Context: an optimization exercise on an open-source flow, tuned for small area. The choices shown serve that exercise and are no tape-out recipe.
At most, simulation tests tie the RTL to the original design; equivalence was not proved.
The RTL of run 1 was laid out without a check of its function.
The flow treats the clock pin as an ideal source, which a real chip does not have.
Power is estimated from default activity; no workload was simulated.

==> flow/design.v <==
`timescale 1ns / 1ps
module top(
    input PS2_dat,
    input PS2_clk,
    input clk100mhz,
    input rst,
    input reset,
    output [7:0] anodes,
    output [7:0] cathodes
);
wire clk = clk100mhz;
reg [1:0] kc_s;
reg       kc_p;
reg [1:0] kd_s;
always @(posedge clk) begin
    if (rst)
        kc_s <= 2'b11;
    else
        kc_s <= {kc_s[0], PS2_clk};
    kc_p <= kc_s[1];    
    kd_s <= {kd_s[0], PS2_dat};
end
wire fall = kc_p & ~kc_s[1];
reg [3:0] cnt;
reg       bad;
reg [7:0] kbuf;
wire ws = (cnt == 4'd0);
wire c9  = cnt[3] & cnt[0];
wire c10 = cnt[3] & cnt[1];
wire le8 = ~(cnt[3] & (cnt[1] | cnt[0]));
always @(posedge clk) begin
    if (rst) begin
        cnt <= 4'd0;
        bad <= 1'b1;
    end
    else if (fall) begin
        cnt <= c10 ? 4'd0 : cnt + 4'd1;
        if (ws)
            bad <= PS2_dat;
        else if (!bad && c9)
            bad <= (par == kd_s[1]);     
        else if (!bad && c10)
            bad <= ~PS2_dat;
    end
end
always @(posedge clk)
    if (fall && !bad && !ws && le8)
        kbuf <= {kd_s[1], kbuf[7:1]};
reg par;
always @(posedge clk)
    if (fall) begin
        if (ws)
            par <= 1'b0;
        else if (!bad && le8)
            par <= par ^ kd_s[1];
    end
wire [5:0] kb = kbuf[5:0];
wire [3:0] nib;
assign nib[0] = ~((kb[3] & ~kb[5]) | (~kb[1] & ~kb[4]) | (kb[1] & kb[2] & kb[4] & kb[5]));
assign nib[1] = (kb[0] & kb[3]) | (kb[3] & ~kb[5]) | (~kb[0] & ~kb[3] & kb[5]);
assign nib[2] = (~kb[2] & ~kb[4]) | (kb[3] & ~kb[4]) | (kb[2] & ~kb[3] & kb[4] & kb[5]) | (~kb[1] & kb[5]);
assign nib[3] = (kb[1] & kb[3] & kb[4] & kb[5]) | ~kb[2] | (~kb[0] & ~kb[4] & ~kb[5]) | (~kb[0] & ~kb[1]);
reg isdig;
always @(*) begin
    case (kbuf)
    8'h45, 8'h16, 8'h1E, 8'h26, 8'h25, 8'h2E, 8'h36, 8'h3D,
    8'h3E, 8'h46, 8'h1C, 8'h32, 8'h21, 8'h23, 8'h24, 8'h2B: isdig = 1'b1;
    default: isdig = 1'b0;
    endcase
end
wire isent = (kbuf == 8'h5A);
wire isF0  = (kbuf == 8'hF0);
reg [2:0] mst;
reg       rel;
always @(posedge clk) begin
    if (rst) begin
        mst <= 3'd0;
        rel <= 1'b0;
    end
    else case (mst)
    3'd0: if (ws) begin
        if (!bad) begin
            if (isF0)
                rel <= 1'b1;
            else if (rel)
                rel <= 1'b0;
        end
        mst <= (!bad && !isF0 && rel) ? 3'd1 : 3'd4;
    end
    3'd1: mst <= 3'd2;
    3'd2: mst <= 3'd3;
    3'd3: mst <= ws ? 3'd4 : 3'd0;
    default: if (!ws) mst <= 3'd0;
    endcase
end
wire dig_now = (mst == 3'd1) & isdig;    
wire ent_now = (mst == 3'd1) & isent;
wire dig_1   = (mst == 3'd2) & isdig;    
wire dig_2   = (mst == 3'd3) & isdig;    
reg       ra, rb;
reg [8:0] streak;
reg       dout, den;
wire tmp = (streak == 9'h100);    
always @(posedge clk) begin
    if (rst) begin
        ra <= 1'b0;
        rb <= 1'b0;
        streak <= 9'd0;
        dout <= 1'b0;
        den <= 1'b0;
    end
    else begin
        ra <= reset;
        rb <= ra;
        streak <= (rb == dout) ? 9'd0 : {streak[7:0], streak[8] ^ streak[4] ^ ~|streak[7:0]};
        den <= tmp & rb;
        if (tmp)
            dout <= rb;
    end
end
reg [31:0] D;
reg [3:0]  Dm;      
reg [15:0] U;
reg        Fd;      
reg        H;       
wire        fsm_ro;
wire [15:0] fsm_res;
wire dbl = H & ~Fd;              
wire e1  = dbl & dig_2;          
wire c1  = dbl & rb;             
wire hold = den & ~Fd & ~fsm_ro;
wire sh  = (dig_1 | e1) & ~hold;                            
wire zh  = rst | (~hold & ((dig_1 & c1) | (e1 & ra) | (~(dig_1 | e1) & (ra | c1))));   
wire zl  = rst | (~hold & ((dig_1 | e1) ? (e1 & ra) : (ra | c1)));                      
wire [31:0] numb = {zh ? 28'd0 : (sh ? D[27:0] : D[31:4]),
                    zl ? 4'd0 : (sh ? nib : D[3:0])};
wire [3:0]  mcnt = (zh & ~zl) ? 4'd1 : (zh ? 4'd0 : (sh ? (Dm[3] ? Dm : Dm + 4'd1) : Dm));
always @(posedge clk) begin
    D  <= numb;
    Dm <= mcnt;
    if (rst) begin
        Fd <= 1'b0;
        H  <= 1'b0;
    end
    else begin
        H <= den & ~fsm_ro;
        if (fsm_ro)
            Fd <= 1'b1;
        else if (H)
            Fd <= 1'b0;
    end
end
always @(posedge clk)
    if (fsm_ro && !Fd)
        U <= D[31:16];
localparam [3:0] S0 = 4'd0, S1 = 4'd1, S2 = 4'd2, S3 = 4'd3, S4 = 4'd4,
                 S5A = 4'd5, S5B = 4'd6, S6 = 4'd7, S0R = 4'd8, S0E = 4'd9,
                 S2F = 4'd10, S3F = 4'd11, S4F = 4'd12;
reg [3:0]  st;
reg        vs;      
reg [11:0] vm;      
wire [15:0] x = D[15:0];
wire xerr = x[15] ? ~&x[14:11] : (|x[14:12] | (x[11] & |x[10:0]));
reg [11:0] lowor;
integer k;
always @(*) begin
    lowor[0] = 1'b0;
    for (k = 1; k < 12; k = k + 1)
        lowor[k] = lowor[k-1] | x[k-1];
end
wire [11:0] xm = x[11:0] ^ ({12{x[15]}} & lowor);
wire vnz  = |vm;
wire verr = vm[11] & |vm[10:0];
always @(posedge clk) begin
    if (rst)
        st <= S0;
    else if (den)
        st <= (st == S5B || st == S0E) ? S0E : (st == S0R) ? S0R : S0;
    else case (st)
    S0, S0R, S0E: st <= S1;
    S1: if (ent_now) begin
        st <= Fd ? S2F : S2;
        if (!Fd) begin
            vs <= x[15];
            vm <= {xm[11] | xerr, xm[10:1], xm[0] | xerr};
        end
    end
    S2: st <= vs ? S3 : S4;
    S3: st <= S4;
    S4: st <= verr ? S5A : S6;
    S2F: st <= vs ? S3F : S4F;
    S3F: st <= S4F;
    S4F: st <= vnz ? S5A : S6;
    S5A, S5B: st <= S5B;
    S6: st <= S0R;
    default: st <= S0;
    endcase
end
assign fsm_ro = (st == S0R);
wire fsm_err = (st == S5B) || (st == S0E);
wire [10:0] na = vm[10:0];
wire        z3 = ~|na[10:3];
wire [10:0] r1 = {na[10:8] | ({3{z3}} & na[2:0]), na[7:3], na[2:0] & {3{~z3}}};
wire        z2 = ~|r1[10:7];
wire [10:0] r2 = {r1[10:7] | ({4{z2}} & r1[6:3]), z2 ? r1[2:0] : r1[6:4], r1[3] & ~z2, r1[2:0] & {3{~z2}}};
wire        z1 = ~|r2[10:9];
wire [10:0] r3 = z1 ? {r2[8:0], 2'd0} : r2;
wire        z0 = ~r3[10];
wire [10:0] r4 = z0 ? {r3[9:0], 1'b0} : r3;
wire [4:0]  ex = 5'd25 - {1'b0, z3, z2, z1, z0};
assign fsm_res = vm[11] ? {vs, 5'd26, 10'd0} : (|na) ? {vs, ex, r4[9:0]} : 16'd0;
wire [31:0] shown = Fd ? {U, fsm_res} : D;
wire [3:0]  shown_m = Fd ? 4'd4 : Dm;
reg [9:0] dc;
wire tick = (dc == 10'h238);
always @(posedge clk)
    if (rst)
        dc <= 10'h238;
    else
        dc <= {dc[8:0], dc[9] ^ dc[6] ^ tick};
reg [2:0] dg;
reg       blank;
reg [4:0] cc;       
reg [3:0] dn_d, dn_u, dn_r;
always @(*) begin
    case (dg)
    3'd0: dn_d = D[3:0];
    3'd1: dn_d = D[7:4];
    3'd2: dn_d = D[11:8];
    3'd3: dn_d = D[15:12];
    3'd4: dn_d = D[19:16];
    3'd5: dn_d = D[23:20];
    3'd6: dn_d = D[27:24];
    default: dn_d = D[31:28];
    endcase
    case (dg[1:0])
    2'd0: begin dn_u = U[3:0];   dn_r = fsm_res[3:0];   end
    2'd1: begin dn_u = U[7:4];   dn_r = fsm_res[7:4];   end
    2'd2: begin dn_u = U[11:8];  dn_r = fsm_res[11:8];  end
    default: begin dn_u = U[15:12]; dn_r = fsm_res[15:12]; end
    endcase
end
wire [3:0] dn = Fd ? (dg[2] ? dn_u : dn_r) : dn_d;
always @(posedge clk) begin
    if (rst) begin
        dg <= 3'd0;
        blank <= 1'b1;
        cc <= 5'd17;
    end
    else if (tick) begin
        dg <= dg + 3'd1;
        if (!fsm_err) begin
            cc <= {1'b0, dn};
            blank <= Fd ? dg[2] : ({1'b0, dg} >= Dm);
        end
        else if (dg <= 3'd4) begin
            cc <= (dg == 3'd1) ? 5'd0 : (dg == 3'd4) ? 5'd14 : 5'd16;
            blank <= 1'b0;
        end
        else
            blank <= 1'b1;
    end
end
wire [2:0] lit = dg - 3'd1;
assign anodes = blank ? 8'hFF : ~(8'd1 << lit);
wire [6:0] seg;
assign seg[0] = ~((~cc[0] & ~cc[2]) | (~cc[1] & ~cc[2] & cc[3]) | (cc[1] & ~cc[3]) | (~cc[0] & cc[3]) | (cc[1] & cc[2]) | (cc[0] & cc[2] & ~cc[3]));  
assign seg[1] = ~((~cc[0] & ~cc[1] & ~cc[3]) | (~cc[0] & ~cc[2]) | (~cc[2] & ~cc[3] & ~cc[4]) | (cc[0] & cc[1] & ~cc[3]) | (cc[0] & ~cc[1] & cc[3]));  
assign seg[2] = (~cc[0] & cc[2] & cc[3]) | (cc[4]) | (~cc[0] & cc[1] & ~cc[2] & ~cc[3]) | (cc[1] & cc[2] & cc[3]);  
assign seg[3] = ~((cc[0] & cc[1] & ~cc[2]) | (cc[0] & ~cc[1] & cc[2]) | (~cc[0] & cc[1] & cc[2]) | (~cc[0] & ~cc[2] & ~cc[3] & ~cc[4]) | (~cc[1] & cc[3]));  
assign seg[4] = (cc[0] & ~cc[1] & ~cc[2]) | (~cc[1] & cc[2] & ~cc[3]) | (cc[0] & ~cc[3]);  
assign seg[5] = ~((~cc[0] & cc[2]) | (cc[1] & cc[3]) | (~cc[0] & ~cc[1]) | (~cc[2] & cc[3]) | (~cc[1] & cc[2] & ~cc[3]));  
assign seg[6] = (~cc[0] & ~cc[1] & cc[2] & cc[3]) | (cc[0] & cc[1] & cc[2] & ~cc[3]) | (~cc[1] & ~cc[2] & ~cc[3]);  
assign cathodes = {1'b1, seg};
endmodule
==> flow/flow/manual_cts.tcl <==
proc mct_place {inst x y} {
  $inst setLocation [expr {int($x)}] [expr {int($y)}]
  $inst setPlacementStatus PLACED
}
proc manual_clock_tree {netname rootcell leafcell k} {
  set db [ord::get_db]
  set block [ord::get_db_block]
  set net [$block findNet $netname]
  set sinks {}
  foreach it [$net getITerms] {
    if {[$it getIoType] == "INPUT"} { lappend sinks $it }
  }
  set sx 0; set sy 0
  set pts {}
  foreach it $sinks {
    set b [[$it getInst] getBBox]
    set x [expr {([$b xMin] + [$b xMax]) / 2.0}]
    set y [expr {([$b yMin] + [$b yMax]) / 2.0}]
    lappend pts [list $it $x $y]
    set sx [expr {$sx + $x}]; set sy [expr {$sy + $y}]
  }
  set n [llength $pts]
  set cx [expr {$sx / $n}]; set cy [expr {$sy / $n}]
  set rm [$db findMaster $rootcell]
  set root [odb::dbInst_create $block $rm "clkroot_buf"]
  set rnet [odb::dbNet_create $block "clk_root"]
  $rnet setSigType CLOCK
  foreach it $sinks { $it disconnect }
  [$root findITerm A] connect $net
  [$root findITerm X] connect $rnet
  mct_place $root $cx $cy
  if {$k <= 1} {
    foreach it $sinks { $it connect $rnet }
    return
  }
  # k = nx * ny groups: cut by x into nx slices, each slice by y into ny groups
  set nx [expr {$k >= 4 ? 2 : 1}]
  if {$k >= 16} { set nx 4 }
  if {$k == 2} { set nx 2 }
  set ny [expr {$k / $nx}]
  set byx [lsort -real -index 1 $pts]
  set groups {}
  for {set i 0} {$i < $nx} {incr i} {
    set sl [lrange $byx [expr {$i * $n / $nx}] [expr {($i + 1) * $n / $nx - 1}]]
    set byy [lsort -real -index 2 $sl]
    set m [llength $byy]
    for {set j 0} {$j < $ny} {incr j} {
      lappend groups [lrange $byy [expr {$j * $m / $ny}] [expr {($j + 1) * $m / $ny - 1}]]
    }
  }
  set lm [$db findMaster $leafcell]
  set i 0
  foreach g $groups {
    set gx 0; set gy 0
    foreach p $g { set gx [expr {$gx + [lindex $p 1]}]; set gy [expr {$gy + [lindex $p 2]}] }
    set gx [expr {$gx / [llength $g]}]; set gy [expr {$gy / [llength $g]}]
    set leaf [odb::dbInst_create $block $lm "clkleaf_buf_$i"]
    set lnet [odb::dbNet_create $block "clk_leaf_$i"]
    $lnet setSigType CLOCK
    [$leaf findITerm A] connect $rnet
    [$leaf findITerm X] connect $lnet
    foreach p $g { [lindex $p 0] connect $lnet }
    mct_place $leaf $gx $gy
    incr i
  }
}

manual_clock_tree clk100mhz sky130_fd_sc_hd__clkbuf_8 sky130_fd_sc_hd__clkbuf_4 16
==> flow/flow/abc_override.tcl <==
# Same synthesis as synth_recipe.tcl, but abc maps the logic with the script in MY_ABC_SCRIPT
# (an area-oriented script) instead of ORFS's abc_area.script. abc only maps combinational
# logic: registers, their names and cell types are those of the standard synthesis.
proc abc {args} {
  set i [lsearch -exact $args -script]
  if {$i >= 0} { lset args [expr {$i + 1}] $::env(MY_ABC_SCRIPT) }
  yosys abc {*}$args
}
==> flow/config.mk <==
export PLATFORM = sky130hd
export DESIGN_NAME = top
export DESIGN_NICKNAME = top
export VERILOG_FILES = /design/flow/design.v
export SDC_FILE = /design/flow/constraint.sdc
export NUM_CORES = 4
export LEC_CHECK = 0
export ABC_AREA = 1
export CAP_MARGIN = 20
export CORE_MARGIN = 2
export CORE_UTILIZATION = 60
export SLEW_MARGIN = 20
==> flow/constraint.sdc <==
create_clock -name core_clock -period 10.0 [get_ports {clk100mhz}]
set_input_delay 2.0000 -clock core_clock [delete_from_list [all_inputs] [get_ports {clk100mhz}]]
set_output_delay 2.0000 -clock core_clock [all_outputs]
set_load 0.01 [all_outputs]
==> flow/standard.sh <==
#!/bin/bash
# synth_recipe.tcl (not shown) runs the flow's synth.tcl, then flattens the netlist and writes it again
# the make line also repeats each setting of config.mk as NAME=value (left out here)
make -C /OpenROAD-flow-scripts/flow DESIGN_CONFIG=/design/flow/config.mk WORK_HOME=/design/flow/orfs CLKGATE_MAP_FILE= SYNTH_SCRIPT=/design/flow/synth_recipe.tcl "${@:-finish}"
==> flow/flow/run.sh <==
#!/bin/bash
# Own layout flow: the standard ORFS flow (standard.sh) with three changes to how the
# layout is built, none to what it builds:
#  1. synthesis is the standard one (synth_recipe.tcl, the same passes and registers), except
#     that abc maps the combinational logic with an area-oriented script (abc_area2.script);
#  2. the port buffers are sky130_fd_sc_hd__buf_1 (every port still gets one);
#  3. the clock tree is built by flow/manual_cts.tcl (a root clkbuf_8 and 16 clkbuf_4 leaves,
#     one per group of registers) instead of TritonCTS's H-tree of 17 larger buffers.
# standard.log holds the full output of the ORFS run; ORFS keeps each step's log in orfs/logs.
set -euo pipefail
W=$(pwd)
{ cat flow/abc_override.tcl; cat synth_recipe.tcl; } > my_synth.tcl
sed "s#SYNTH_SCRIPT=[^ ]*#SYNTH_SCRIPT=$W/my_synth.tcl#" standard.sh > my_standard.sh
grep -q "SYNTH_SCRIPT=$W/my_synth.tcl" my_standard.sh
export MY_ABC_SCRIPT=$W/flow/abc_area2.script
export BUFFER_PORTS_ARGS="-buffer_cell sky130_fd_sc_hd__buf_1"
export PRE_CTS_TCL=$W/flow/manual_cts.tcl
export CTS_ARGS="-clk_nets clk100mhz -buf_list {sky130_fd_sc_hd__clkbuf_8} -dont_use_dummy_load"
bash my_standard.sh > standard.log 2>&1
==> flow/flow/abc_area2.script <==
strash; &get -n; &fraig -x; &put; scorr; dc2; dretime; strash; &get -n; &dch -f; &nf -R 1000; &put; strash; &get -n; &dch -f; &nf -R 1000; &put
==> results of run 1 <==
placed cells by master (no fill, tap or decap), drive strengths merged, types with 10 or more instances in the layout:
cell    Yosys  layout
nand3      16      16
nor3       51      51
nor2      109     109
a31oi      11      11
ha         19      19
xnor2      19      19
edfxtp     38      38
nand2      52      52
buf         1      22
o21ai      39      39
and2       10      10
dfxtp      88      88
a21oi      47      47
nor2b      19      19
clkinv     20      20
clkbuf      0      17
metrics by stage:
stage | power [mW] | hold WS, ps
2_1_floorplan | 0.607 | 310
3_3_place_gp | 0.625 | 317
3_5_place_dp | 0.628 | 312
4_1_cts | 0.801 | 312
5_1_grt | 0.892 | 338
6_report | 0.857 | 323
worst max-delay path by stage:
stage                          to  slack, ps  cells after the start
2_1_floorplan  cc[3]$_SDFFE_PP0P_       5330                     16
3_3_place_gp   D[14]$_SDFFE_PP0P_       5880                      6
3_5_place_dp   cc[3]$_SDFFE_PP0P_       5710                     16
4_1_cts        cc[3]$_SDFFE_PP0P_       5700                     16
5_1_grt                 anodes[1]       5250                      6
6_report                anodes[2]       5480                      5
cell families (layout without fill, tap and decap cells):
family	count (synthesis)	count (layout)	synth area share [%]
AO/OA/AOI/OAI	162	162	17.4
adder cells (fa/ha/maj)	19	19	3.99
XOR/XNOR	21	21	3.09
multiplexers	3	3	0.547
buffers and inverters	21	59	1.39
other	1	1	0.0630
AND/OR/NAND/NOR	307	307	24.7
flip-flops	126	126	48.8
layout make-up:
type	count	share of cell area [%]
Buffer	17	2.10
Inverter	20	1.17
Multi-Input combinational cell	513	47.2
Sequential cell	126	45.4
Tap cell	133	2.60
Timing Repair Buffer	22	1.47
power by group through the flow:
stage               clock network [mW]  registers, mW  logic [mW]
floorplan                            0          0.554      0.0536
global placement                     0          0.557      0.0686
detailed placement                   0          0.557      0.0703
CTS                              0.172          0.558      0.0709
global route                     0.264          0.548      0.0806
finish                           0.238          0.546      0.0724
sequential cells by signal (all words and copies together), names as in the netlist, 2 cells and up:
signal / cells
cc: 5
mst: 3
Dm: 4
vm: 12
cnt: 4
kbuf: 8
U: 16
dc: 10
D: 32
dg: 3
kd_s: 2
st: 4
streak: 9
kc_s: 2
worst max-delay path, stage by stage, from the launching register on:
cell and delay [ps]:
dfxtp_1 870, clkinv_1 340, ha_1 410, nor2b_1 260
nand2_1 90, buf_1 130
per-layer routing:
metal / up-vias / global-route usage (%) / routed length (um)
met5: - / 0 / 0
met4: 0 / 4.92 / 291
met3: 29 / 2.14 / 719
met2: 154 / 40.4 / 6040
met1: 2370 / 37.5 / 6420
li1: 2508 / - / -
==> reports/results.ini, run 1 <==
[finish]
finalInstanceArea_um2=6390
finalNonFillerCells=831
final_layout_size_suffix_gt1_share_pct=3.87
diodes=0
nets=724
area_growth_pct=7.36
multi_input_comb_area_um2=3020
n_fill_cell=855
seq_area_um2=2900
final_util_pct=66.0

[route]
wl_per_cell_um=16.2
totalWireLength_um=13500
drc_errors=0
first_pass_iters=5
viasPerCell=6.09
vias=5061
ant_nets=0
drt_iter0_markers=391

[floorplanning]
die_x_um=104
core_um2=9680
ios=21
dieArea_um2=10700
die_h_um=104
rows=36
initial_core_util_pct=61.5

[clocking]
clk_latency_ps=420
postCtsSetupBuffers=0
clkTransAtPathRegs_ps=90
cts_hold_buf=0
cts_resized=0

[pwr]
clockPowerShare_pct=27.8
p_leak_nw=2.29
vdd_ir_drop_max_uv=84.6
swShare_pct=24.9
seqPwrFrac_pct=63.7
intPower_uw=644
p_sw_uw=213
comb_power_share_pct=8.5
powerDensity_nw_per_um2=134

[flow_run]
drv_cap=0

[synth]
synth_commonest_cells=nor2_1 (109), dfxtp_1 (88), nand2_1 (52)
ys_seq_area_share_pct=48.8
synth_top_area_share_pct=29.6
synth.avg_cell_area_um2=9.02
yosysMostFrequentCell=nor2_1
async_flop_share_pct=0
synth_nets=684
synth_edf_count=38
yosysWarningCount=1
yosysTopAreaCell=dfxtp_1
syn_area_um2=5950
synth_area_leaders=dfxtp_1 (30%), edfxtp_1 (19%), nor2_1 (6.9%), nor3_1 (4.3%), ha_1 (4.0%)
ys_types=56
yosys_most_used_dff=dfxtp_1
synth_seq_cells=126
synth_cells=660

[worst_setup_path]
cp.arrival_ps=2520
cp-start-kind=register
regToRegStartpoint=vm[3]$_DFFE_PP_
r2r_cells=15
r2r-end=cc[3]$_SDFFE_PP0P_
end_kind=output port
required_ps=8000
path_max_fanout=24
r2r_setup_slack_ps=5890
worst-setup-path-type=reg -> out
cp-startpoint=dg[2]$_SDFFE_PP0P_

[global_routing]
grt_max_degree=37
grt_pass1_vias=4792
grt_pass1_wl_um=23000
overflow=0
grtUsageTotal_pct=25.1
antenna_found_initial=0

[placed_design]
placed_cells=814
pre_cts_ws_ps=5710
io_buffers=19
gp_congestion=0.843
dpl.hpwl_um=9310
dpl-instance-area_um2=6230

[timing]
fmax_mhz=221
min_period_ps=4520
slew_violations=0
rsz0062_at_grt=no
fin_ws_ps=5480
setup_viol=0
fin_skew_ps=18.3
finalSetupTns_ps=0
finalCritPeriodShare_pct=45.2
worst_pin_slew_ps=914
final_hold_viol_count=0
slew_headroom_pct=38.5

[worst_hold_path]
hold_end=kd_s[1]$_DFF_P_
hp-class=reg -> reg
whs_path_depth=0
hp-start=kd_s[0]$_DFF_P_

[status]
outcome=timing/DRC/antenna clean

==> run 2: changes to the inputs <==
--- a/flow/design.v
+++ b/flow/design.v
@@ -24,6 +24,7 @@
 reg [3:0] cnt;
 reg       bad;
 reg [7:0] kbuf;
+reg       par;
 wire ws = (cnt == 4'd0);
 wire c9  = cnt[3] & cnt[0];
 wire c10 = cnt[3] & cnt[1];
@@ -46,7 +47,6 @@
 always @(posedge clk)
     if (fall && !bad && !ws && le8)
         kbuf <= {kd_s[1], kbuf[7:1]};
-reg par;
 always @(posedge clk)
     if (fall) begin
         if (ws)
@@ -264,12 +264,12 @@
 wire [2:0] lit = dg - 3'd1;
 assign anodes = blank ? 8'hFF : ~(8'd1 << lit);
 wire [6:0] seg;
-assign seg[0] = ~((~cc[0] & ~cc[2]) | (~cc[1] & ~cc[2] & cc[3]) | (cc[1] & ~cc[3]) | (~cc[0] & cc[3]) | (cc[1] & cc[2]) | (cc[0] & cc[2] & ~cc[3]));  
-assign seg[1] = ~((~cc[0] & ~cc[1] & ~cc[3]) | (~cc[0] & ~cc[2]) | (~cc[2] & ~cc[3] & ~cc[4]) | (cc[0] & cc[1] & ~cc[3]) | (cc[0] & ~cc[1] & cc[3]));  
-assign seg[2] = (~cc[0] & cc[2] & cc[3]) | (cc[4]) | (~cc[0] & cc[1] & ~cc[2] & ~cc[3]) | (cc[1] & cc[2] & cc[3]);  
-assign seg[3] = ~((cc[0] & cc[1] & ~cc[2]) | (cc[0] & ~cc[1] & cc[2]) | (~cc[0] & cc[1] & cc[2]) | (~cc[0] & ~cc[2] & ~cc[3] & ~cc[4]) | (~cc[1] & cc[3]));  
-assign seg[4] = (cc[0] & ~cc[1] & ~cc[2]) | (~cc[1] & cc[2] & ~cc[3]) | (cc[0] & ~cc[3]);  
-assign seg[5] = ~((~cc[0] & cc[2]) | (cc[1] & cc[3]) | (~cc[0] & ~cc[1]) | (~cc[2] & cc[3]) | (~cc[1] & cc[2] & ~cc[3]));  
-assign seg[6] = (~cc[0] & ~cc[1] & cc[2] & cc[3]) | (cc[0] & cc[1] & cc[2] & ~cc[3]) | (~cc[1] & ~cc[2] & ~cc[3]);  
+assign seg[0] = ~((~cc[0] & ~cc[2]) | (~cc[1] & ~cc[2] & cc[3]) | (cc[1] & ~cc[3]) | (~cc[0] & cc[3]) | (cc[1] & cc[2]) | (cc[0] & cc[2] & ~cc[3]));
+assign seg[1] = ~((~cc[0] & ~cc[1] & ~cc[3]) | (~cc[0] & ~cc[2]) | (~cc[2] & ~cc[3] & ~cc[4]) | (cc[0] & cc[1] & ~cc[3]) | (cc[0] & ~cc[1] & cc[3]));
+assign seg[2] = (~cc[0] & cc[2] & cc[3]) | (cc[4]) | (~cc[0] & cc[1] & ~cc[2] & ~cc[3]) | (cc[1] & cc[2] & cc[3]);
+assign seg[3] = ~((cc[0] & cc[1] & ~cc[2]) | (cc[0] & ~cc[1] & cc[2]) | (~cc[0] & cc[1] & cc[2]) | (~cc[0] & ~cc[2] & ~cc[3] & ~cc[4]) | (~cc[1] & cc[3]));
+assign seg[4] = (cc[0] & ~cc[1] & ~cc[2]) | (~cc[1] & cc[2] & ~cc[3]) | (cc[0] & ~cc[3]);
+assign seg[5] = ~((~cc[0] & cc[2]) | (cc[1] & cc[3]) | (~cc[0] & ~cc[1]) | (~cc[2] & cc[3]) | (~cc[1] & cc[2] & ~cc[3]));
+assign seg[6] = (~cc[0] & ~cc[1] & cc[2] & cc[3]) | (cc[0] & cc[1] & cc[2] & ~cc[3]) | (~cc[1] & ~cc[2] & ~cc[3]);
 assign cathodes = {1'b1, seg};
 endmodule
==> run 2 against run 1 <==
  * Power stayed put
  * Global-route usage did not move
  * Still clean on timing, DRC and antenna
  * Sequential power about the same
  * Register-to-register slack hardly changed
  * Die area stayed put
  * Via count is the same
  * Clock skew stayed put
  * Synthesized area unchanged
  * Cell area unchanged
  * Worst hold slack is the same
  * Combinational power about the same
  * Critical endpoint unchanged
==> reports/results.ini, run 2 <==
[status]
outcome=timing/DRC/antenna clean  ; unchanged

[route]
drc_errors=0  ; unchanged
ant_nets=0  ; unchanged
drt_iter0_markers=391  ; unchanged
totalWireLength_um=13500  ; unchanged
viasPerCell=6.09  ; unchanged
first_pass_iters=5  ; unchanged
wl_per_cell_um=16.2  ; unchanged
vias=5061  ; unchanged

[synth]
syn_area_um2=5950  ; unchanged
synth_edf_count=38  ; unchanged
synth_nets=684  ; unchanged
synth_top_family_by_area=simple AND/OR/NAND/NOR gates  ; unchanged
synth_cells=660  ; unchanged
synth_area_leaders=dfxtp_1 (30%), edfxtp_1 (19%), nor2_1 (6.9%), nor3_1 (4.3%), ha_1 (4.0%)  ; unchanged
synth_fa_ha_area_share_pct=3.99  ; unchanged
synth-simple-area-share_pct=24.7  ; unchanged
yosysWarningCount=1  ; unchanged
synth_seq_cells=126  ; unchanged
synth_top_area_share_pct=29.6  ; unchanged
yosysTopAreaCell=dfxtp_1  ; unchanged
yosysMostFrequentCell=nor2_1  ; unchanged
ys_seq_area_share_pct=48.8  ; unchanged
synthMuxAreaShare_pct=0.547  ; unchanged
synth.avg_cell_area_um2=9.02  ; unchanged
yosys_most_used_dff=dfxtp_1  ; unchanged
synth-compound-area-share_pct=17.4  ; unchanged
synth_commonest_cells=nor2_1 (109), dfxtp_1 (88), nand2_1 (52)  ; unchanged
ys_types=56  ; unchanged
async_flop_share_pct=0  ; unchanged
synth_xor_xnor_area_share_pct=3.09  ; unchanged

[worst_setup_path]
cp-start-kind=register  ; unchanged
end_kind=output port  ; unchanged
r2r_cells=15  ; unchanged
r2r_setup_slack_ps=5890  ; about the same
worst-setup-path-type=reg -> out  ; unchanged
path_max_fanout=24  ; unchanged
path_cells=clkinv_1, ha_1, nor2b_1, nand2_1, buf_1  ; unchanged
regToRegStartpoint=vm[3]$_DFFE_PP_  ; unchanged
crit_path_top_delay_cell=dfxtp_1  ; unchanged
r2r-end=cc[3]$_SDFFE_PP0P_  ; unchanged
cp.arrival_ps=2520  ; about the same
cp_slowest_stage_delay_ps=870  ; about the same
required_ps=8000  ; about the same

[finish]
nets=724  ; unchanged
n_fill_cell=855  ; unchanged
reg_top3=D x32, U x16, vm x12  ; unchanged
diodes=0  ; unchanged
final_layout_size_suffix_gt1_share_pct=3.87  ; unchanged
finalNonFillerCells=831  ; unchanged
top_register=D  ; unchanged
finalInstanceArea_um2=6390  ; unchanged
area_growth_pct=7.36  ; unchanged
multi_input_comb_area_um2=3020  ; unchanged
mostFrequentLayoutCells=nor2_1 (107), dfxtp_1 (88), nand2_1 (52), nor3_1 (50), a21oi_1 (47)  ; unchanged
largest_reg_flops=32  ; unchanged
seq_area_um2=2900  ; unchanged
final_common_cell=nor2_1  ; unchanged

[timing]
fin_ws_ps=5480  ; unchanged
rsz0062_at_grt=no  ; unchanged
min_period_ps=4520  ; unchanged
fin_skew_ps=18.3  ; unchanged
final_hold_viol_count=0  ; unchanged
slew_headroom_pct=38.5  ; unchanged
holdWs_ps=323  ; unchanged
finalSetupTns_ps=0  ; unchanged
finalCritPeriodShare_pct=45.2  ; unchanged
fmax_mhz=221  ; unchanged
worst_pin_slew_ps=914  ; unchanged
setup_viol=0  ; unchanged
slew_violations=0  ; unchanged

[placed_design]
gp_congestion=0.843  ; unchanged
placed_cells=814  ; unchanged
pre_cts_ws_ps=5710  ; unchanged
io_buffers=19  ; unchanged
dpl-instance-area_um2=6230  ; unchanged
dpl.hpwl_um=9310  ; unchanged

[worst_hold_path]
hp-start=kd_s[0]$_DFF_P_  ; unchanged
hold_end=kd_s[1]$_DFF_P_  ; unchanged
hp-class=reg -> reg  ; unchanged
whs_path_depth=0  ; unchanged

[global_routing]
grt_max_degree=37  ; unchanged
antenna_found_initial=0  ; unchanged
overflow=0  ; unchanged
grt_pass1_vias=4792  ; unchanged
grtUsageTotal_pct=25.1  ; unchanged
grt_pass1_wl_um=23000  ; unchanged

[floorplanning]
rows=36  ; unchanged
core_um2=9680  ; unchanged
die_x_um=104  ; unchanged
initial_core_util_pct=61.5  ; unchanged
die_h_um=104  ; unchanged
dieArea_um2=10700  ; unchanged
ios=21  ; unchanged

[clocking]
clkTransAtPathRegs_ps=90  ; about the same
cts_hold_buf=0  ; unchanged
cts_resized=0  ; unchanged
clk_latency_ps=420  ; about the same
postCtsSetupBuffers=0  ; unchanged

[pwr]
vdd_ir_drop_max_uv=84.6  ; unchanged
p_leak_nw=2.29  ; unchanged
powerDensity_nw_per_um2=134  ; unchanged

[flow_run]
drv_cap=0  ; unchanged

-- run 2: critical path, delay by kind of cell (launching register included) --
family                   cells  cell delay (ps)
AND/OR/NAND/NOR              2              350
adder cells (fa/ha/maj)      1              410
flip-flops                   1              870
buffers and inverters        2              470
-- run 2: cell type report --
type / count / share of cell area (%)
Buffer: 17 / 2.10
Inverter: 20 / 1.17
Multi-Input combinational cell: 513 / 47.2
Sequential cell: 126 / 45.4
Tap cell: 133 / 2.60
Timing Repair Buffer: 22 / 1.47
-- run 2: how the worst max path moves through the flow --
stage,slack [ps],startpoint,endpoint,cells after the start
global route,5250,dg[0]$_SDFFE_PP0P_,anodes[1],6
floorplan,5330,vm[8]$_DFFE_PP_,cc[3]$_SDFFE_PP0P_,16
detailed placement,5710,vm[8]$_DFFE_PP_,cc[3]$_SDFFE_PP0P_,16
global placement,5880,rst,D[14]$_SDFFE_PP0P_,6
CTS,5700,vm[8]$_DFFE_PP_,cc[3]$_SDFFE_PP0P_,16
finish,5480,dg[2]$_SDFFE_PP0P_,anodes[2],5
-- run 2: cell families after synthesis --
kind of cell,after synthesis
flip-flops,126
AO/OA/AOI/OAI,162
other,1
AND/OR/NAND/NOR,307
buffers and inverters,21
adder cells (fa/ha/maj),19
multiplexers,3
XOR/XNOR,21
-- run 2: metrics by stage --
step | util (%) | power [mW]
after floorplan | - | 0.607
after global placement | 64.2 | 0.625
after detailed placement | 64.3 | 0.628
after CTS | 65.7 | 0.801
after global routing | 66.0 | 0.892
final | 66.0 | 0.857
-- run 2: layer usage --
metal | vias to the layer above | global-route usage, % | share of wire (%)
met3 | 29 | 2.14 | 5.3
met5 | - | 0 | 0
met1 | 2370 | 37.5 | 48
met4 | 0 | 4.92 | 2.2
met2 | 154 | 40.4 | 45
li1 | 2508 | - | -
-- run 2: where the power goes --
| group | internal [mW] | switching, mW |
|---|---|---|
| clock network | 0.0831 | 0.155 |
| logic | 0.0277 | 0.0447 |
| registers | 0.533 | 0.0131 |
==> run 3: changes to the inputs <==
==> flow/flow/abc_area2.script (replaced) <==
strash; &get -n; &fraig -x; &put; scorr; dc2; dretime; strash; &get -n; &dc2; &dch -f; &nf -R 1000; &put; strash; &get -n; &dch -f; &nf -R 1000; &put;
--- a/flow/config.mk
+++ b/flow/config.mk
@@ -8,5 +8,5 @@
 export ABC_AREA = 1
 export CAP_MARGIN = 20
 export CORE_MARGIN = 2
-export CORE_UTILIZATION = 60
+export CORE_UTILIZATION = 70
 export SLEW_MARGIN = 20
==> run 3 against run 2 <==
  * Critical path type unchanged
  * Synthesized cell count increased by 1.5%
  * Register-to-register slack improved by 60 ps
  * Highest routed layer unchanged
  * Global-route usage increased by 4.7 points
  * Critical path depth unchanged
  * Largest power group unchanged
==> reports/results.ini, run 3 <==
[synth]
yosys_most_used_dff=dfxtp_1  ; unchanged
synth_fa_ha_area_share_pct=4.02  ; was 3.99%
synth_top_area_share_pct=29.8  ; was 29.6%
yosysMostFrequentCell=nor2_1  ; unchanged
synth_xor_xnor_area_share_pct=2.52  ; was 3.09%
synth.avg_cell_area_um2=8.83  ; was 9.02 um2
async_flop_share_pct=0  ; unchanged
ys_types=47  ; was 56
ys_seq_area_share_pct=49.1  ; was 48.8%
synth_edf_count=38  ; unchanged
synth_cells=670  ; was 660
synth_seq_cells=126  ; unchanged
yosysTopAreaCell=dfxtp_1  ; unchanged
synth_area_leaders=dfxtp_1 (30%), edfxtp_1 (19%), nor2_1 (6.3%), nor3_1 (4.4%), a21oi_1 (4.3%)  ; was dfxtp_1 (30%), edfxtp_1 (19%), nor2_1 (6.9%), nor3_1 (4.3%), ha_1 (4.0%)
synth_nets=694  ; was 684
synth_top_family_by_area=simple AND/OR/NAND/NOR gates  ; unchanged
synth-compound-area-share_pct=18.0  ; was 17.4%
syn_area_um2=5910  ; was 5950 um2
synthMuxAreaShare_pct=0  ; was 0.547%
yosysWarningCount=1  ; unchanged
synth-simple-area-share_pct=24.6  ; was 24.7%
synth_commonest_cells=nor2_1 (99), dfxtp_1 (88), nand2_1 (65)  ; was nor2_1 (109), dfxtp_1 (88), nand2_1 (52)

[clocking]
clk_latency_ps=430  ; was 420 ps
cts_hold_buf=0  ; unchanged
clkTransAtPathRegs_ps=80  ; was 90 ps
postCtsSetupBuffers=0  ; unchanged
cts_resized=0  ; unchanged

[finish]
top_register=D  ; unchanged
n_fill_cell=604  ; was 855
largest_reg_flops=32  ; unchanged
final_common_cell=nor2_1  ; unchanged
nets=736  ; was 724
finalInstanceArea_um2=6290  ; was 6390 um2
final_util_pct=76.5  ; was 66.0%
reg_top3=D x32, U x16, vm x12  ; unchanged
area_growth_pct=6.37  ; was 7.36%
final_layout_size_suffix_gt1_share_pct=3.66  ; was 3.87%
mostFrequentLayoutCells=nor2_1 (98), dfxtp_1 (88), nand2_1 (65), nor3_1 (52), a21oi_1 (51)  ; was nor2_1 (107), dfxtp_1 (88), nand2_1 (52), nor3_1 (50), a21oi_1 (47)
diodes=0  ; unchanged

[pwr]
powerDensity_nw_per_um2=137  ; was 134 nW/um2
intPower_uw=646  ; was 644 uW
p_leak_nw=2.25  ; was 2.29 nW
seqPwrFrac_pct=63.7  ; about the same
vdd_ir_drop_max_uv=105  ; was 84.6 uV
p_sw_uw=215  ; was 213 uW
comb_power_share_pct=9.3  ; was 8.5%
clockPowerShare_pct=27.0  ; was 27.8%
swShare_pct=24.9  ; about the same

[floorplanning]
core_um2=8220  ; was 9680 um2
rows=33  ; was 36
die_x_um=95.9  ; was 104 um
ios=21  ; unchanged
dieArea_um2=9200  ; was 10,700 um2
initial_core_util_pct=72.0  ; was 61.5%
die_h_um=95.9  ; was 104 um

[global_routing]
antenna_found_initial=0  ; unchanged
overflow=0  ; unchanged
grt_pass1_vias=4653  ; was 4,792
grtUsageTotal_pct=29.8  ; was 25.1%
grt_pass1_wl_um=21900  ; was 23,000 um
grt_max_degree=35  ; was 37

[route]
vias=5231  ; was 5,061
drt_iter0_markers=408  ; was 391
viasPerCell=6.42  ; was 6.09
first_pass_iters=7  ; was 5
totalWireLength_um=13500  ; about the same
wl_per_cell_um=16.6  ; was 16.2 um
ant_nets=0  ; unchanged
drc_errors=0  ; unchanged

[placed_design]
dpl.hpwl_um=9480  ; was 9310 um
dpl-instance-area_um2=6150  ; was 6230 um2
pre_cts_ws_ps=5770  ; was 5710 ps
io_buffers=19  ; unchanged
gp_congestion=0.926  ; was 0.843

[timing]
min_period_ps=4500  ; was 4520 ps
worst_pin_slew_ps=971  ; was 914 ps
slew_headroom_pct=35.2  ; was 38.5%
final_hold_viol_count=0  ; unchanged
fmax_mhz=222  ; was 221 MHz
setup_viol=0  ; unchanged
finalSetupTns_ps=0  ; unchanged
fin_skew_ps=21.9  ; was 18.3 ps
fin_ws_ps=5500  ; was 5480 ps
finalCritPeriodShare_pct=45.0  ; was 45.2%
slew_violations=0  ; unchanged
rsz0062_at_grt=no  ; unchanged

[worst_setup_path]
cp.arrival_ps=2500  ; was 2520 ps
end_kind=output port  ; unchanged
cp-start-kind=register  ; unchanged
required_ps=8000  ; about the same
path_max_fanout=27  ; was 24
worst-setup-path-type=reg -> out  ; unchanged

[worst_hold_path]
hp-class=reg -> reg  ; unchanged

[status]
outcome=timing/DRC/antenna clean  ; unchanged

[flow_run]
drv_cap=0  ; unchanged

run 3: worst paths after layout:
path / start / endpoint / slack (ps) / cells past startpoint
worst max register to register: vm[3]$_DFFE_PP_ / cc[3]$_SDFFE_PP0P_ / 5950 / 16
worst min register to register: kd_s[0]$_DFF_P_ / kd_s[1]$_DFF_P_ / 340 / 0
worst min-delay path: kd_s[0]$_DFF_P_ / kd_s[1]$_DFF_P_ / 340 / 0
worst max-delay path: dg[2]$_SDFFE_PP0P_ / anodes[1] / 5500 / 5
run 3: power by group through the flow:
stage                     Clock [mW]  Sequential (mW)  Combinational (mW)
final                          0.232            0.549              0.0800
after global routing           0.252            0.551              0.0898
after CTS                      0.172            0.560              0.0782
after detailed placement           0            0.560              0.0767
after global placement             0            0.559              0.0752
after floorplan                    0            0.556              0.0578
run 3: layer usage:
| metal | track usage [%] | share of wire [%] | up-vias |
|---|---|---|---|
| li1 | - | - | 2529 |
| met1 | 44.2 | 45 | 2428 |
| met3 | 3.29 | 8.3 | 30 |
| met4 | 6.43 | 2.0 | 0 |
| met2 | 47.7 | 45 | 244 |
| met5 | 0 | 0 | - |
run 3: layout make-up:
| cell class | count | area [um2] | share of cell area [%] |
|---|---|---|---|
| sequential | 126 | 2900 | 46.2 |
| buffer | 17 | 134 | 2.13 |
| inverter | 25 | 93.8 | 1.49 |
| multi-input combinational | 518 | 2920 | 46.4 |
| tap | 105 | 131 | 2.09 |
| timing repair buffer | 24 | 109 | 1.73 |
run 3: critical path: stages (launching register included):
cell and delay [ps]:
dfxtp_1 940, clkinv_1 280, ha_1 380, nor2b_1 250, nand2_1 90, buf_1 130
run 3: kinds of logic (layout without fill, tap and decap cells):
| kind of cell | Yosys count | after routing |
|---|---|---|
| AND/OR/NAND/NOR | 310 | 310 |
| buffers and inverters | 26 | 66 |
| AO/OA/AOI/OAI | 171 | 171 |
| XOR/XNOR | 17 | 17 |
| adder cells (fa/ha/maj) | 19 | 19 |
| other | 1 | 1 |
| flip-flops | 126 | 126 |
run 3: stage by stage:
step,instances,power (mW),hold slack (ps)
final,815,0.861,340
after CTS,815,0.811,332
after floorplan,670,0.614,310
after global routing,815,0.893,359
after detailed placement,798,0.637,332
after global placement,798,0.635,310
==> run 4: changes to the inputs <==
--- a/flow/config.mk
+++ b/flow/config.mk
@@ -8,5 +8,5 @@
 export ABC_AREA = 1
 export CAP_MARGIN = 20
 export CORE_MARGIN = 2
-export CORE_UTILIZATION = 70
+export CORE_UTILIZATION = 60
 export SLEW_MARGIN = 20
==> run 4 against run 3 <==
  * Cell area is 0.56% higher
  * Still clean
  * Die area grew 16%
  * Combinational power shrank 2%
  * Highest routed layer unchanged
  * Clock power is 4% higher
  * Power up 0.86%
  * Sequential power is essentially flat
  * Global-route usage fell by 3.8 points
==> reports/results.ini, run 4 <==
[status]
outcome=timing/DRC/antenna clean  ; unchanged

[finish]
n_fill_cell=858  ; was 604
top_register=D  ; unchanged
area_growth_pct=6.96  ; was 6.37%
multi_input_comb_area_um2=2920  ; unchanged
mostFrequentLayoutCells=nor2_1 (98), dfxtp_1 (88), nand2_1 (65), nor3_1 (52), a21oi_1 (51)  ; unchanged
seq_area_um2=2900  ; unchanged
finalNonFillerCells=843  ; was 815
final_layout_size_suffix_gt1_share_pct=3.66  ; unchanged
nets=736  ; unchanged
largest_reg_flops=32  ; unchanged
diodes=0  ; unchanged
final_common_cell=nor2_1  ; unchanged
reg_top3=D x32, U x16, vm x12  ; unchanged

[worst_setup_path]
path_cells=clkinv_1, ha_1, nor2b_1, nand2_1, buf_1  ; unchanged
required_ps=8000  ; about the same
cp.arrival_ps=2510  ; was 2500 ps
r2r_cells=16  ; unchanged
r2r_setup_slack_ps=5900  ; was 5950 ps
r2r-end=cc[3]$_SDFFE_PP0P_  ; unchanged
regToRegStartpoint=vm[3]$_DFFE_PP_  ; unchanged
path_max_fanout=27  ; unchanged
crit_buf_inv=2  ; unchanged
end_kind=output port  ; unchanged
cp_top_family=flip-flops  ; unchanged
crit_path_top_delay_cell=dfxtp_1  ; unchanged
cp-start-kind=register  ; unchanged
cp_slowest_stage_delay_ps=930  ; was 940 ps
worst-setup-path-type=reg -> out  ; unchanged

[synth]
ys_seq_area_share_pct=49.1  ; unchanged
yosysTopAreaCell=dfxtp_1  ; unchanged
synth_edf_count=38  ; unchanged
yosysWarningCount=1  ; unchanged
synth_nets=694  ; unchanged
synth_seq_cells=126  ; unchanged
yosys_most_used_dff=dfxtp_1  ; unchanged
synth_area_leaders=dfxtp_1 (30%), edfxtp_1 (19%), nor2_1 (6.3%), nor3_1 (4.4%), a21oi_1 (4.3%)  ; unchanged
syn_area_um2=5910  ; unchanged
synth_top_area_share_pct=29.8  ; unchanged
async_flop_share_pct=0  ; unchanged
synth.avg_cell_area_um2=8.83  ; unchanged
synth_cells=670  ; unchanged
synth_commonest_cells=nor2_1 (99), dfxtp_1 (88), nand2_1 (65)  ; unchanged
ys_types=47  ; unchanged
yosysMostFrequentCell=nor2_1  ; unchanged

[clocking]
clk_latency_ps=440  ; was 430 ps
clkTransAtPathRegs_ps=90  ; was 80 ps
cts_resized=0  ; unchanged
cts_hold_buf=0  ; unchanged
postCtsSetupBuffers=0  ; unchanged

[global_routing]
antenna_found_initial=0  ; unchanged
grt_pass1_vias=4553  ; was 4,653
overflow=0  ; unchanged
grtUsageTotal_pct=26.1  ; was 29.8%
grt_max_degree=35  ; unchanged
grt_pass1_wl_um=22400  ; was 21,900 um

[timing]
fmax_mhz=222  ; about the same
slew_violations=0  ; unchanged
setup_viol=0  ; unchanged
final_hold_viol_count=0  ; unchanged
worst_pin_slew_ps=963  ; was 971 ps
fin_skew_ps=20.0  ; was 21.9 ps
finalSetupTns_ps=0  ; unchanged
rsz0062_at_grt=no  ; unchanged
slew_headroom_pct=35.7  ; was 35.2%
min_period_ps=4510  ; was 4500 ps
finalCritPeriodShare_pct=45.1  ; was 45.0%

[route]
ant_nets=0  ; unchanged
vias=5116  ; was 5,231
drc_errors=0  ; unchanged
drt_iter0_markers=418  ; was 408
first_pass_iters=8  ; was 7
totalWireLength_um=14100  ; was 13,500 um
wl_per_cell_um=16.7  ; was 16.6 um
viasPerCell=6.07  ; was 6.42

[placed_design]
placed_cells=826  ; was 798
gp_congestion=0.856  ; was 0.926
dpl.hpwl_um=9700  ; was 9480 um
io_buffers=19  ; unchanged

[worst_hold_path]
whs_path_depth=0  ; unchanged
hold_end=kd_s[1]$_DFF_P_  ; unchanged
hp-class=reg -> reg  ; unchanged
hp-start=kd_s[0]$_DFF_P_  ; unchanged

[floorplanning]
core_um2=9680  ; was 8220 um2
die_x_um=103  ; was 95.9 um
initial_core_util_pct=61.1  ; was 72.0%
rows=36  ; was 33
die_h_um=103  ; was 95.9 um
ios=21  ; unchanged
dieArea_um2=10700  ; was 9200 um2

[pwr]
powerDensity_nw_per_um2=137  ; about the same
finalPower_uw=868  ; was 861 uW
p_leak_nw=2.25  ; unchanged
vdd_ir_drop_max_uv=86.7  ; was 105 uV

[flow_run]
drv_cap=0  ; unchanged

## run 4: cell counts after synthesis
No cell type changed its count.
## run 4: worst max path at each step
stage | depth (start not counted) | start | slack, ps | end
2_1_floorplan | 4 | dg[2]$_SDFFE_PP0P_ | 6440 | anodes[0]
6_report | 5 | dg[2]$_SDFFE_PP0P_ | 5490 | anodes[2]
3_5_place_dp | 6 | rst | 5680 | Dm[1]$_SDFFE_PP0P_
4_1_cts | 6 | rst | 5690 | Dm[1]$_SDFFE_PP0P_
5_1_grt | 5 | dg[2]$_SDFFE_PP0P_ | 5230 | anodes[3]
3_3_place_gp | 6 | rst | 5840 | D[12]$_SDFFE_PP0P_
## run 4: layer usage
metal | up-vias | global-route usage (%) | routed length (um)
met5 | - | 0 | 0
met4 | 0 | 6.28 | 297
met3 | 22 | 2.08 | 682
met2 | 158 | 44.4 | 6760
met1 | 2405 | 36.4 | 6330
li1 | 2531 | - | -
## run 4: report_power, final
| group | switching (mW) | internal, mW | leakage [nW] |
|---|---|---|---|
| sequential | 0.0144 | 0.534 | 1.06 |
| clock | 0.159 | 0.0829 | 0.0808 |
| combinational | 0.0491 | 0.0293 | 1.11 |
## run 4: area by class of cell
class                      instances  share of cell area (%)
buffer                            17                    2.12
inverter                          25                    1.48
multi-input combinational        518                    46.2
sequential                       126                    45.9
tap                              133                    2.63
timing repair buffer              24                    1.72
## run 4: kinds of logic (layout without fill, tap and decap cells)
logic type	count (synthesis)	after routing	synth area share, %
adders and majority gates	19	19	4.02
and+or+nand+nor	310	310	24.6
other	1	1	0.0634
buffers and inverters	26	66	1.71
AOI/OAI and AO/OA	171	171	18.0
DFF	126	126	49.1
xor gates and xnor gates	17	17	2.52
## run 4: stage by stage
step / hold WS [ps] / setup WS (ps) / util (%) / instance area [um2]
after global routing: 353 / 5230 / 65.3 / 6320
after floorplan: 310 / 6440 / - / 5910
after global placement: 320 / 5840 / 63.9 / 6180
after detailed placement: 315 / 5680 / 63.9 / 6180
after CTS: 322 / 5690 / 65.2 / 6320
final: 335 / 5490 / 65.3 / 6320
## run 4: worst reg2reg max path: cells and delay by family, from the launching register on
kind,cells,cell delay (ps)
compound gates,8,1670
simple gates,6,1400
buf+inv,2,490
flops,1,450
==> run 5: changes to the inputs <==
--- a/flow/config.mk
+++ b/flow/config.mk
@@ -6,7 +6,7 @@
 export NUM_CORES = 4
 export LEC_CHECK = 0
 export ABC_AREA = 1
-export CAP_MARGIN = 20
+export CAP_MARGIN = 5
 export CORE_MARGIN = 2
 export CORE_UTILIZATION = 60
-export SLEW_MARGIN = 20
+export SLEW_MARGIN = 5
==> run 5 against run 4 <==
  * Clock skew shrank 0.77 ps
  * Clock power is essentially flat
  * Worst hold slack lost 0.81 ps
  * Wire length shrank 0.48%
  * Die area is the same
  * Worst setup slack gained 13 ps
  * Global-route usage is the same
  * Critical path type unchanged
  * Critical endpoint unchanged
==> reports/results.ini, run 5 <==
[synth]
yosysWarningCount=1  ; unchanged
ys_seq_area_share_pct=49.1  ; unchanged
syn_area_um2=5910  ; unchanged
synth_commonest_cells=nor2_1 (99), dfxtp_1 (88), nand2_1 (65)  ; unchanged
yosys_most_used_dff=dfxtp_1  ; unchanged
yosysTopAreaCell=dfxtp_1  ; unchanged
synth_top_area_share_pct=29.8  ; unchanged
synth_cells=670  ; unchanged
synth_nets=694  ; unchanged
async_flop_share_pct=0  ; unchanged
ys_types=47  ; unchanged
yosysMostFrequentCell=nor2_1  ; unchanged
synth_area_leaders=dfxtp_1 (30%), edfxtp_1 (19%), nor2_1 (6.3%), nor3_1 (4.4%), a21oi_1 (4.3%)  ; unchanged
synth_edf_count=38  ; unchanged
synth_seq_cells=126  ; unchanged
synth.avg_cell_area_um2=8.83  ; unchanged

[worst_setup_path]
required_ps=8000  ; about the same
cp-start-kind=register  ; unchanged
end_kind=output port  ; unchanged
path_max_fanout=27  ; unchanged
cp.arrival_ps=2490  ; was 2510 ps
worst-setup-path-type=reg -> out  ; unchanged

[route]
drc_errors=0  ; unchanged
ant_nets=0  ; unchanged
wl_per_cell_um=16.6  ; was 16.7 um
vias=5116  ; unchanged
first_pass_iters=5  ; was 8
totalWireLength_um=14000  ; was 14,100 um
viasPerCell=6.07  ; unchanged
drt_iter0_markers=418  ; unchanged

[floorplanning]
initial_core_util_pct=61.1  ; unchanged
ios=21  ; unchanged
die_x_um=103  ; unchanged
die_h_um=103  ; unchanged
dieArea_um2=10700  ; unchanged
rows=36  ; unchanged
core_um2=9680  ; unchanged

[pwr]
vdd_ir_drop_max_uv=86.7  ; about the same
finalPower_uw=866  ; was 868 uW
p_leak_nw=2.25  ; about the same
powerDensity_nw_per_um2=137  ; about the same

[finish]
top_register=D  ; unchanged
n_fill_cell=859  ; was 858
seq_area_um2=2900  ; unchanged
mostFrequentLayoutCells=nor2_1 (99), dfxtp_1 (88), nand2_1 (65), nor3_1 (52), a21oi_1 (51)  ; was nor2_1 (98), dfxtp_1 (88), nand2_1 (65), nor3_1 (52), a21oi_1 (51)
area_growth_pct=6.86  ; was 6.96%
diodes=0  ; unchanged
final_util_pct=65.2  ; was 65.3%
nets=736  ; unchanged
final_layout_size_suffix_gt1_share_pct=3.24  ; was 3.66%
largest_reg_flops=32  ; unchanged
finalInstanceArea_um2=6320  ; about the same
reg_top3=D x32, U x16, vm x12  ; unchanged
finalNonFillerCells=843  ; unchanged
final_common_cell=nor2_1  ; unchanged
multi_input_comb_area_um2=2910  ; was 2920 um2

[global_routing]
grtUsageTotal_pct=26.1  ; unchanged
antenna_found_initial=0  ; unchanged
grt_max_degree=35  ; unchanged
grt_pass1_vias=4553  ; unchanged
grt_pass1_wl_um=22400  ; unchanged
overflow=0  ; unchanged

[placed_design]
dpl-instance-area_um2=6180  ; unchanged
io_buffers=19  ; unchanged
dpl.hpwl_um=9700  ; unchanged
placed_cells=826  ; unchanged
gp_congestion=0.856  ; unchanged

[timing]
rsz0062_at_grt=no  ; unchanged
slew_headroom_pct=23.9  ; was 35.7%
finalSetupTns_ps=0  ; unchanged
min_period_ps=4490  ; was 4510 ps
worst_pin_slew_ps=1140  ; was 963 ps
finalCritPeriodShare_pct=44.9  ; was 45.1%
fin_skew_ps=19.3  ; was 20.0 ps
setup_viol=0  ; unchanged
final_hold_viol_count=0  ; unchanged
fmax_mhz=223  ; was 222 MHz
slew_violations=0  ; unchanged

[clocking]
clkTransAtPathRegs_ps=90  ; about the same
postCtsSetupBuffers=0  ; unchanged
cts_resized=0  ; unchanged
clk_latency_ps=440  ; about the same
cts_hold_buf=0  ; unchanged

[status]
outcome=timing/DRC/antenna clean  ; unchanged

[flow_run]
drv_cap=0  ; unchanged

[worst_hold_path]
hp-class=reg -> reg  ; unchanged

==> run 5: metal layers <==
layer	vias up	share of wire, %	GRT usage [%]
li1	2531	-	-
met1	2404	44	36.4
met2	154	48	44.4
met3	27	5.5	2.08
met4	0	2.4	6.28
met5	-	0	0
==> run 5: through the flow <==
| step | hold slack, ps | setup WS (ps) |
|---|---|---|
| 3_5_place_dp | 315 | 5680 |
| 3_3_place_gp | 320 | 5840 |
| 2_1_floorplan | 310 | 6440 |
| 6_report | 335 | 5510 |
| 5_1_grt | 353 | 5230 |
| 4_1_cts | 322 | 5690 |
==> run 5: layout make-up <==
class | count | area share (%)
flip-flops and latches | 126 | 45.9
plain buffers | 17 | 2.12
inverters | 25 | 1.49
well taps | 133 | 2.63
repair buffers | 24 | 1.72
multi-input cells | 518 | 46.1
==> run 5: path summary, 6_finish.rpt <==
| path | from | endpoint | slack (ps) | depth (start not counted) |
|---|---|---|---|---|
| min reg2reg | kd_s[0]$_DFF_P_ | kd_s[1]$_DFF_P_ | 330 | 0 |
| max | dg[2]$_SDFFE_PP0P_ | anodes[2] | 5510 | 5 |
| max reg2reg | vm[3]$_DFFE_PP_ | cc[3]$_SDFFE_PP0P_ | 5960 | 16 |
| min | kd_s[0]$_DFF_P_ | kd_s[1]$_DFF_P_ | 330 | 0 |
==> run 5: critical path, cell delays in order, from the launching register on <==
cell and delay, ps:
dfxtp_1 910, clkinv_1 290, ha_1 380, nor2b_1 260
nand2_1 80, buf_1 130
==> run 5: power by group <==
group / internal (mW) / switching, mW
clock network: 0.0829 / 0.157
logic: 0.0292 / 0.0489
registers: 0.534 / 0.0143
==> run 5: logic make-up after synthesis <==
group,synth area share (%)
AOI/OAI and AO/OA,18.0
xor gates and xnor gates,2.52
adders and majority gates,4.02
buffers and inverters,1.71
DFF,49.1
other,0.0634
and+or+nand+nor,24.6

[separate check: timing with driven ports]
Ports are ideal in the flow. The routed layouts listed here were re-timed in OpenROAD. Step 1: set_driving_cell puts a clkbuf_16 on clk100mhz and a buf_2 on each other input, an assumption about the parent block. Step 2 times the ports against the registers' clock, not the clock port: input delays grow and output delays shrink by t, the midpoint of the rising clock arrivals with the driver on. Three values: no drivers, after step 1, after step 2; two values: the first two.
run | t (ns) | slack for setup (ns) | worst hold slack (ns) | worst register clock-pin slew, ns | cell pins on the clock port's net
run 1 | 0.446 | 5.478 / 5.448 / 5.894 | 0.323 / 0.323 / 0.323 | 0.10 / 0.10 | 1
run 2 | 0.446 | 5.478 / 5.448 / 5.894 | 0.323 / 0.323 / 0.323 | 0.10 / 0.10 | 1
run 3 | 0.446 | 5.502 / 5.472 / 5.918 | 0.340 / 0.340 / 0.340 | 0.09 / 0.09 | 1
run 4 | 0.463 | 5.494 / 5.464 / 5.903 | 0.335 / 0.335 / 0.335 | 0.10 / 0.10 | 1
run 5 | 0.461 | 5.507 / 5.477 / 5.698 | 0.335 / 0.335 / 0.335 | 0.10 / 0.10 | 1
After both steps every run listed still meets setup and hold.
